What follows belongs to an exercise in optimizing a design on an open flow for small area; a production flow would make more cautious choices.
The RTL was checked by simulation tests, not by an equivalence proof against the original design.
Power and IR drop assume default switching activity.

## design.v

```verilog
module router_fifo(clock,resetn,write_enb,soft_reset,read_enb,data_in,lfd_state,empty,full,data_out);
reg [6:0] fifo_counter;
reg [8:0] mem [15:0];
reg [4:0] rd_ptr,wr_ptr;
reg temp_lfd;
integer i;
output reg [7:0] data_out;
input wire [7:0] data_in;
input clock,resetn,write_enb,soft_reset,read_enb,lfd_state;
output empty,full;
always@(posedge clock)
begin
if(~resetn||soft_reset)
temp_lfd<=0;
else
temp_lfd<=lfd_state;
end
always@(posedge clock)
begin
if(~resetn||soft_reset)
fifo_counter<=0;
else if(read_enb&&(~empty))
begin
if(mem[rd_ptr[3:0]][8]==1'b1)
fifo_counter<=mem[rd_ptr[3:0]][7:2]+1'b1;
else if(fifo_counter!=0)
begin
fifo_counter<=fifo_counter-1'b1;
end
end
end
always@(posedge clock)
begin
if(!resetn)
begin
rd_ptr<=0;
wr_ptr<=0;
end
else if(soft_reset)
begin
rd_ptr<=0;
wr_ptr<=0;
end
else 
begin
if((write_enb)&&(!full))
wr_ptr<=wr_ptr+1;
else
wr_ptr<=wr_ptr;
if((read_enb)&&(!empty))
rd_ptr<=rd_ptr+1;
else
rd_ptr<=rd_ptr;
end
end
always@(posedge clock)
begin
if(!resetn)
begin
for(i=0;i<16;i=i+1)
mem[i]<=0;
end
else if(soft_reset)
begin
for(i=0;i<16;i=i+1)
mem[i]<=0;
end
else if(write_enb&&(!full))
{mem[wr_ptr[3:0]][8],mem[wr_ptr[3:0]][7:0]}<={temp_lfd,data_in};
end
always@(posedge clock)
begin
if(!resetn)
data_out<=0;
else if(soft_reset)
data_out<=0;
else if(read_enb&&(!empty))
data_out<=mem[rd_ptr[3:0]][7:0];
else if(fifo_counter==0&&data_out!=0)
data_out<=8'b0;
end
assign empty=(wr_ptr==rd_ptr)?1'b1:1'b0;
assign full=(wr_ptr=={~rd_ptr[4],rd_ptr[3:0]})?1'b1:1'b0;
endmodule
module router_fsm(clock,resetn,pkt_valid,data_in,soft_reset_0,soft_reset_1,soft_reset_2,fifo_full,low_pkt_valid,fifo_empty_0,fifo_empty_1,fifo_empty_2,parity_done,detect_add,busy,ld_state,laf_state,full_state,write_enb_reg,rst_int_reg,lfd_state);
input wire[1:0] data_in;
input clock,resetn,pkt_valid,soft_reset_0,soft_reset_1,soft_reset_2,fifo_full,low_pkt_valid,fifo_empty_0,fifo_empty_1,fifo_empty_2,parity_done;
output detect_add,busy,ld_state,laf_state,full_state,write_enb_reg,rst_int_reg,lfd_state;
parameter decode_address=3'b000,
          load_first_data=3'b001,
	  load_data=3'b010,
	  fifo_full_state=3'b011,
	  load_after_full=3'b100,
			 load_parity=3'b101,
			 check_parity_error=3'b110,
			 wait_till_empty=3'b111;
reg [2:0] pre_state,next_state;
always@(posedge clock)
begin
if(~resetn)
pre_state<=decode_address;
else if((soft_reset_0&&data_in==2'b00)||(soft_reset_1&&data_in==2'b01)||(soft_reset_2&&data_in==2'b10))
pre_state<=decode_address;
else
pre_state<=next_state;
end
always@(*)
begin
begin
next_state<=decode_address;
case(pre_state)
decode_address:begin
               if((pkt_valid&&(data_in[1:0]==0&&fifo_empty_0))||(pkt_valid&&(data_in[1:0]==1&&fifo_empty_1))||(pkt_valid&&(data_in[1:0]==2&&fifo_empty_2)))
					next_state<=load_first_data;
					else if((pkt_valid&&(data_in[1:0]==0&&(!fifo_empty_0)))||(pkt_valid&&(data_in[1:0]==1&&(!fifo_empty_1)))||(pkt_valid&&(data_in[1:0]==2&&(!fifo_empty_2))))
					next_state<=wait_till_empty;
					else
					next_state<=decode_address;
					end
wait_till_empty:begin
                if((data_in[1:0]==0&&fifo_empty_0)||(data_in[1:0]==1&&fifo_empty_1)||(data_in[1:0]==2&&fifo_empty_2))
					 next_state<=load_first_data;
					 else if(data_in[1:0]==3)
					 next_state<=decode_address;
					 else
					 next_state<=wait_till_empty;
					 end
load_first_data:next_state<=load_data;
load_data:begin
          if(fifo_full)
			 next_state<=fifo_full_state;
			 else if((!fifo_full)&&(!pkt_valid))
			 next_state<=load_parity;
			 else
			 next_state<=load_data;
			 end
fifo_full_state:begin
                if(!fifo_full)
					 next_state<=load_after_full;
					 else
					 next_state<=fifo_full_state;
					 end
load_after_full:begin
                if((!parity_done)&&(!low_pkt_valid))
					 next_state<=load_data;
					 else if((!parity_done)&&low_pkt_valid)
					 next_state<=load_parity;
					 else if(parity_done)
					 next_state<=decode_address;
					 else
					 next_state<=load_after_full;
					 end
load_parity:next_state<=check_parity_error;
check_parity_error:begin
                   if(fifo_full)
						 next_state<=fifo_full_state;
						 else if(!fifo_full)
						 next_state<=decode_address;
						 end
default:next_state<=decode_address;
endcase
end
end
assign detect_add=(pre_state==decode_address)?1'b1:1'b0;
assign lfd_state=(pre_state==load_first_data)?1'b1:1'b0;
assign ld_state=(pre_state==load_data)?1'b1:1'b0;
assign full_state=(pre_state==fifo_full_state)?1'b1:1'b0;
assign laf_state=(pre_state==load_after_full)?1'b1:1'b0;
assign write_enb_reg=((pre_state==load_data)||(pre_state==load_parity)||(pre_state==load_after_full))?1'b1:1'b0;
assign busy=((pre_state==load_first_data)||(pre_state==fifo_full_state)||(pre_state==load_parity)||(pre_state==load_after_full)||(pre_state==wait_till_empty)||(pre_state==check_parity_error))?1'b1:1'b0;
assign rst_int_reg=(pre_state==check_parity_error)?1'b1:1'b0;
endmodule
module router_reg(clock,resetn,pkt_valid,data_in,fifo_full,rst_int_reg,detect_add,ld_state,laf_state,full_state,lfd_state,err,data_out,low_pkt_valid,parity_done);
input wire [7:0] data_in;
input clock,resetn,pkt_valid,fifo_full,rst_int_reg,detect_add,ld_state,laf_state,full_state,lfd_state;
output reg [7:0] data_out;
output reg err,low_pkt_valid,parity_done;
reg [7:0] Header_byte,fifo_full_state,internal_parity,packet_parity;
always@(posedge clock)
begin
if(~resetn)
{fifo_full_state,Header_byte}<=0;
else 
begin
if(detect_add&&pkt_valid)
Header_byte<=data_in;
else if(ld_state && fifo_full)
fifo_full_state<=data_in;
end
end
always@(posedge clock)
begin
if(~resetn)
data_out<=0;
else
begin
if(lfd_state)
data_out<=Header_byte;
else if(ld_state&&(~fifo_full))
data_out<=data_in;
else if(laf_state)
data_out<=fifo_full_state;
end
end
always@(posedge clock)
begin
if(~resetn)
parity_done<=0;
else
begin
if(ld_state&&~pkt_valid&&~fifo_full)
parity_done<=1;
else if(laf_state&&~parity_done&&low_pkt_valid)
parity_done<=1;
if(detect_add)
parity_done<=0;
end
end
always@(posedge clock)
begin
if(~resetn)
packet_parity<=0;
else if(ld_state&&~pkt_valid&&~fifo_full)
packet_parity<=data_in;
else if(laf_state&&low_pkt_valid&&~parity_done)
packet_parity<=fifo_full_state;
else
begin
if(detect_add)
packet_parity<=0;
end
end
always@(posedge clock)
begin
if(~resetn)
low_pkt_valid<=0;
else
begin
if(ld_state&&~pkt_valid)
low_pkt_valid<=1;
if(rst_int_reg)
low_pkt_valid<=0;
end
end
always@(posedge clock)
begin
if(~resetn)
internal_parity<=0;
else if(detect_add)
internal_parity<=8'b0;
else if(lfd_state)
internal_parity<=internal_parity^Header_byte;
else if(ld_state&&pkt_valid&&~fifo_full)
internal_parity<=internal_parity^data_in;
else if(laf_state&&~low_pkt_valid)
internal_parity<=internal_parity^fifo_full_state;
end
always@(posedge clock)
begin
if(!resetn)
err<=1'b0;
else
begin
if(parity_done)
begin
if(internal_parity==packet_parity)
err<=1'b0;
else
err<=1'b1;
end
end
end
endmodule
module router_sync(clock,resetn,read_enb_0,read_enb_1,read_enb_2,write_enb_reg,detect_add,data_in,empty_0,empty_1,empty_2,full_0,full_1,full_2,soft_reset_0,soft_reset_1,soft_reset_2,write_enb,fifo_full,vld_out_0,vld_out_1,vld_out_2);
input clock,resetn,read_enb_0,read_enb_1,read_enb_2,write_enb_reg,detect_add,empty_0,empty_1,empty_2,full_0,full_1,full_2;
input [1:0]data_in;
output reg soft_reset_0,soft_reset_1,soft_reset_2,fifo_full;
output reg [2:0]write_enb;
output vld_out_0,vld_out_1,vld_out_2;
reg [1:0]temp_reg;
reg [5:0] timer0,timer1,timer2;
always@(posedge clock)
begin
if(~resetn)
temp_reg<=0;
else if(detect_add)
temp_reg<=data_in;
end
always@(*)
begin
if(write_enb_reg)
begin
case(temp_reg)
2'b00:write_enb<=3'b001;
2'b01:write_enb<=3'b010;
2'b10:write_enb<=3'b100;
default:write_enb<=3'b000;
endcase
end
else
write_enb<=3'b000;
end
always@(*)
begin
case(temp_reg)
2'b00:fifo_full<=full_0;
2'b01:fifo_full<=full_1;
2'b10:fifo_full<=full_2;
default:fifo_full<=1'b0;
endcase
end
assign vld_out_0=!(empty_0);
assign vld_out_1=!(empty_1);
assign vld_out_2=!(empty_2);
always@(posedge clock)
begin
if(~resetn)
begin
timer0<=0;
soft_reset_0<=0;
end
else if(vld_out_0&&(!read_enb_0))
begin
if(timer0==6'd29)
begin
soft_reset_0<=1;
timer0<=0;
end
else 
begin
timer0<=timer0+1'b1;
soft_reset_0<=0;
end
end
else
begin
timer0<=0;
soft_reset_0<=0;
end
end
always@(posedge clock)
begin
if(~resetn)
begin
timer1<=0;
soft_reset_1<=0;
end
else if(vld_out_1&&(!read_enb_1))
begin
if(timer1==6'd29)
begin
soft_reset_1<=1;
timer1<=0;
end
else 
begin
timer1<=timer1+1'b1;
soft_reset_1<=0;
end
end
else
begin
timer1<=0;
soft_reset_1<=0;
end
end
always@(posedge clock)
begin
if(~resetn)
begin
timer2<=0;
soft_reset_2<=0;
end
else if(vld_out_2&&(!read_enb_2))
begin
if(timer2==6'd29)
begin
soft_reset_2<=1;
timer2<=0;
end
else 
begin
timer2<=timer2+1'b1;
soft_reset_2<=0;
end
end
else
begin
timer2<=0;
soft_reset_2<=0;
end
end
endmodule
module router_top(clock,resetn,read_enb_0,read_enb_1,read_enb_2,data_in,pkt_valid,
       data_out_0,data_out_1,data_out_2,valid_out_0,valid_out_1,valid_out_2,err,busy);
input clock,resetn,read_enb_0,read_enb_1,read_enb_2,pkt_valid;
input wire [7:0]data_in;
output valid_out_0,valid_out_1,valid_out_2,err,busy;
output wire [7:0]data_out_0,data_out_1,data_out_2;
wire [7:0]data_out;
wire [2:0]write_enb;
router_fifo  f0(clock,resetn,write_enb[0],soft_reset_0,read_enb_0,data_out,lfd_state,empty_0,full_0,data_out_0);
router_fifo  f1(clock,resetn,write_enb[1],soft_reset_1,read_enb_1,data_out,lfd_state,empty_1,full_1,data_out_1);
router_fifo  f2(clock,resetn,write_enb[2],soft_reset_2,read_enb_2,data_out,lfd_state,empty_2,full_2,data_out_2);
router_fsm  fsm(clock,resetn,pkt_valid,data_in[1:0],soft_reset_0,soft_reset_1,soft_reset_2,fifo_full,low_pkt_valid,empty_0,empty_1,
empty_2,parity_done,detect_add,busy,ld_state,laf_state,full_state,write_enb_reg,rst_int_reg,lfd_state);
router_reg reg1(clock,resetn,pkt_valid,data_in,fifo_full,rst_int_reg,detect_add,ld_state,laf_state,full_state,lfd_state,
err,data_out,low_pkt_valid,parity_done);
router_sync   sync(clock,resetn,read_enb_0,read_enb_1,read_enb_2,write_enb_reg,detect_add,data_in[1:0],empty_0,empty_1,
empty_2,full_0,full_1,full_2,soft_reset_0,soft_reset_1,soft_reset_2,write_enb,fifo_full,valid_out_0,valid_out_1,valid_out_2);
endmodule
```

## run.sh

```bash
#!/bin/bash
# synth_recipe.tcl (not shown) runs the flow's synth.tcl, then flattens the netlist and writes it again
# the make line also repeats each setting of config.mk as NAME=value (left out here)
make -C /OpenROAD-flow-scripts/flow DESIGN_CONFIG=/design/flow/config.mk WORK_HOME=/design/flow/orfs CLKGATE_MAP_FILE= SYNTH_SCRIPT=/design/flow/synth_recipe.tcl finish
```

## config.mk

```make
export PLATFORM = sky130hd
export DESIGN_NAME = router_top
export DESIGN_NICKNAME = router_top
export VERILOG_FILES = /design/flow/design.v
export SDC_FILE = /design/flow/constraint.sdc
export NUM_CORES = 4
export LEC_CHECK = 0
export CAP_MARGIN = 20
export CORE_MARGIN = 2
export CORE_UTILIZATION = 40
export SLEW_MARGIN = 20
```

## constraint.sdc

```tcl
create_clock -name core_clock -period 5.0 [get_ports {clock}]
set_input_delay 1.0000 -clock core_clock [delete_from_list [all_inputs] [get_ports {clock}]]
set_output_delay 1.0000 -clock core_clock [all_outputs]
set_load 0.01 [all_outputs]
```

==> run notes <==
## cell type report
type / instances / area [µm²]
flip-flops and latches: 591 / 16160
repair buffers: 88 / 778.2
clock inverters: 33 / 287.8
fillers: 6054 / 37660
inverters: 28 / 105.1
well taps: 931 / 1165
multi-input cells: 1390 / 10600
clock buffers: 89 / 1824
## power by group through the flow
stage	registers, mW	clock network (mW)	logic (mW)
final	5.79	4.75	2.15
after detailed placement	5.89	0	2.15
after global placement	5.88	0	2.12
after floorplan	5.71	0	1.53
after global routing	5.82	5.01	2.34
after CTS	5.79	4.83	2.16
## worst max path at each step
stage,end
finish,valid_out_2
global route,valid_out_2
CTS,valid_out_2
detailed placement,f0.mem[3][1]
global placement,f2.mem[1][4]
floorplan,f0.wr_ptr[4]
## cell usage after synthesis, types with 8 or more instances
master and count:
mux4_2 114, a21o_1 14, a22oi_1 27, inv_1 27, and2_1 155, a31oi_1 18
xor2_1 53, mux2i_1 26, nand3_1 57, a21oi_1 50, o21ai_0 39, and3_1 307
nand2_1 155, nand4_1 15, dfxtp_1 159, a211oi_1 11, xnor2_1 20, a22o_1 12
nor2b_1 27, buf_4 8, ha_1 30, clkbuf_1 150, a21boi_0 27, nor3_1 15
edfxtp_1 432, nor2_1 104, buf_2 38, nand2b_1 26, a32oi_1 8, nand3b_1 8
## stage by stage
step	worst slack [ns]	hold WS, ns	total power, mW	std cells	util (%)
after global placement	1.113	0.4474	8.000	3028	42.01
final	1.071	0.4648	12.69	3150	45.09
after detailed placement	1.067	0.4586	8.034	3028	42.01
after global routing	0.9467	0.4873	13.17	3150	45.09
after CTS	1.044	0.4713	12.77	3150	45.09
after floorplan	2.374	0.4337	7.244	2213	-
## kinds of logic (layout without fill, tap and decap cells)
kind of cell,Yosys count,count (layout),share of synthesized area [%]
fa+ha+maj,30,30,1.355
compound gates,240,240,6.067
simple gates,904,904,18.15
mux,143,143,10.33
flops,591,591,58.33
xor+xnor,73,73,2.309
buf+inv,232,238,3.452
## cell usage in the layout (no fill, tap or decap), types with 6 or more instances in the layout
cell type        count
buf_4               45
a22o_1              12
a21oi_1             50
a211oi_1            11
inv_1               27
xor2_1              53
ha_1                29
clkbuf_1            16
nand3b_1             8
mux2i_1             26
and2_1             155
nand3_1             57
or3_1                7
clkinv_2            14
and3_1             307
xnor2_1             20
a31oi_1             18
o211ai_1             6
mux4_2             114
nor2b_1             26
clkbuf_16           68
edfxtp_1           432
nor2_1             104
nand2b_1            26
a21boi_0            25
nand2_1            155
dfxtp_2              6
clkdlybuf4s50_1     42
nor3_1              13
dfxtp_1            153
nand4_1             15
a21o_1              14
a32oi_1              8
o21ai_0             39
a22oi_1             27
## routing by layer
metal,GRT usage (%),vias to the layer above
met5,0,-
met4,4.904,0
met3,3.053,107
met2,31.72,593
met1,27.03,8838
li1,-,8105
==> results.py <==
metrics = {
    "drt": {
        "via_per_inst": 5.601,
        "wl_per_cell_um": 21.80,
        "m1WireLength_um": 30320,
        "firstDrtPassIters": 5,
        "drc": 0,
        "top_layer_used": "met4",
        "vias": 17640,
        "met3WireLength_um": 4035,
        "routed_wl_um": 68690,
        "wl_met2_um": 32820,
        "dr.first_iter.drc_count": 1752,
        "ant_nets": 0,
    },
    "cells_and_area": {
        "final_area_um2": 30930,
        "nets": 2209,
        "reg_top3": "f0.mem: 144 flops, f1.mem: 144 flops, f2.mem: 144 flops",
        "drive_gt1_share_pct": 13.47,
        "area_delta_synth_final_pct": 11.66,
        "diodes": 0,
    },
    "logic_synthesis": {
        "synthCells": 2213,
        "async_reset_ff_share_pct": 0,
        "synth_seq_cells": 591,
        "syn_area_um2": 27700,
        "avgSynthCellArea_um2": 12.51,
        "synth_top_cells_by_area": "edfxtp_1 (47%), dfxtp_1 (11%), mux4_2 (9.3%), and3_1 (6.9%), and2_1 (3.5%)",
        "syn_nets": 2257,
        "ys.flop_type": "edfxtp_1",
        "ys_warn_count": 23,
        "synth_top_area_share_pct": 46.84,
        "ys_seq_area_share_pct": 58.33,
        "synth_edf_count": 432,
        "synthDistinctLibCells": 66,
        "synth_top_cell_by_area": "edfxtp_1",
    },
    "worst_setup_path": {
        "crit_path_end_kind": "output port",
        "reg2reg_from": "fsm.pre_state[1]",
        "crit_arrival_ns": 2.93,
        "path_max_fanout": 6,
        "worst-setup-path-type": "reg2out",
        "cp-start-kind": "flip-flop",
        "path_delay_family": "simple AND/OR/NAND/NOR gates",
        "cp.depth": 4,
        "crit_start": "f2.wr_ptr[3]",
        "reg2reg_slack_ns": 1.33,
        "r2r-end": "f0.mem[3][1]",
        "critPathMaxStageDelay_ns": 0.70,
        "critical_path_buf_inv_count": 1,
        "path_cells": "xor2_1, nor4_2, nand2_1, clkdlybuf4s50_1",
        "r2r_cells": 8,
        "slowest_stage": "nor4_2",
        "critPathRequiredTime_ns": 4.00,
    },
    "pwr": {
        "leakage_nw": 11.95,
        "peakVddDrop_mv": 0.3178,
        "p_sw_share_pct": 29.15,
        "switchingPower_mw": 3.699,
        "p_comb_share_pct": 17.0,
        "internal_power_mw": 8.991,
        "power_density_nw_per_um2": 410.3,
        "p_clk_share_pct": 37.4,
        "seqPwrFrac_pct": 45.6,
    },
    "floorplanning": {
        "pin_count": 43,
        "start_util_pct": 40.38,
        "core.rowCount": 96,
        "die_w_um": 267.1,
        "die_h_um": 267.1,
        "dieArea_um2": 71360,
        "core_area_um2": 68590,
    },
    "grt": {
        "antenna_found_initial": 0,
        "grtUsageTotal_pct": 19.39,
        "grt_max_degree": 50,
        "overflow": 0,
        "grt_pass1_vias": 17470,
        "grt_pass1_wl_um": 105800,
    },
    "status": {
        "status": "finished clean",
    },
    "hold_path": {
        "worstHoldEndpoint": "sync.timer1[0]",
        "hold_class": "reg2reg",
        "worstHoldStart": "sync.timer1[0]",
        "hold_path_depth": 1,
    },
    "clocking": {
        "cts_num_sinks": 591,
        "clkSlewWorstSetupHoldPaths_ns": 0.06,
        "clock_path_buffers": 3,
        "post_cts_buffers": 0,
        "cts_htree_levels": 3,
        "clock_latency_ns": 0.60,
        "cts_hold_buf": 0,
        "cts-root-buf": "clkbuf_16",
        "cts_buffers": 66,
        "cts_resized": 0,
        "cts_tree": "built",
    },
    "place": {
        "place.gp.congestion": 0.8284,
        "post-dp-hpwl_um": 44070,
        "io_buffer_count": 42,
        "place_area_um2": 28810,
    },
    "timing": {
        "setup_violations": 0,
        "setup_tns_ns": 0,
        "slew_violations": 0,
        "fin_skew_ns": 0.02103,
        "rsz0062_at_grt": "false",
        "maxSlewHeadroom_pct": 24.89,
        "period_share_pct": 78.58,
        "hold_violations": 0,
        "fmaxAchievable_ghz": 0.2545,
        "tightest_slew_ns": 1.118,
        "period_needed_ns": 3.929,
    },
    "run": {
        "drv_cap": 0,
    },
}

## what the ideal ports hide
The flow's constraints put no driver on any port. The routed layout listed below was extracted and timed again, unchanged, in two steps. Step 1, drivers: a clkbuf_16 drives clock and a buf_2 each remaining input, both assumed. Step 2 adds t to the input delays and takes it off the output delays; t is the mean of the earliest and latest rising clock arrival at the registers after step 1. Input paths then give back, and output paths get back, about the clock's delay inside the block. a / b / c = ideal ports / drivers / drivers and shift; a / b = the first two.
t (ns): 0.649
slack for setup (ns): 1.071 / 1.013 / 1.042
cell pins on the clock port's net: 1
After both steps this run still meets setup and hold. For this run, drivers alone change the setup slack by -0.058 ns; drivers and shift together by -0.029 ns.
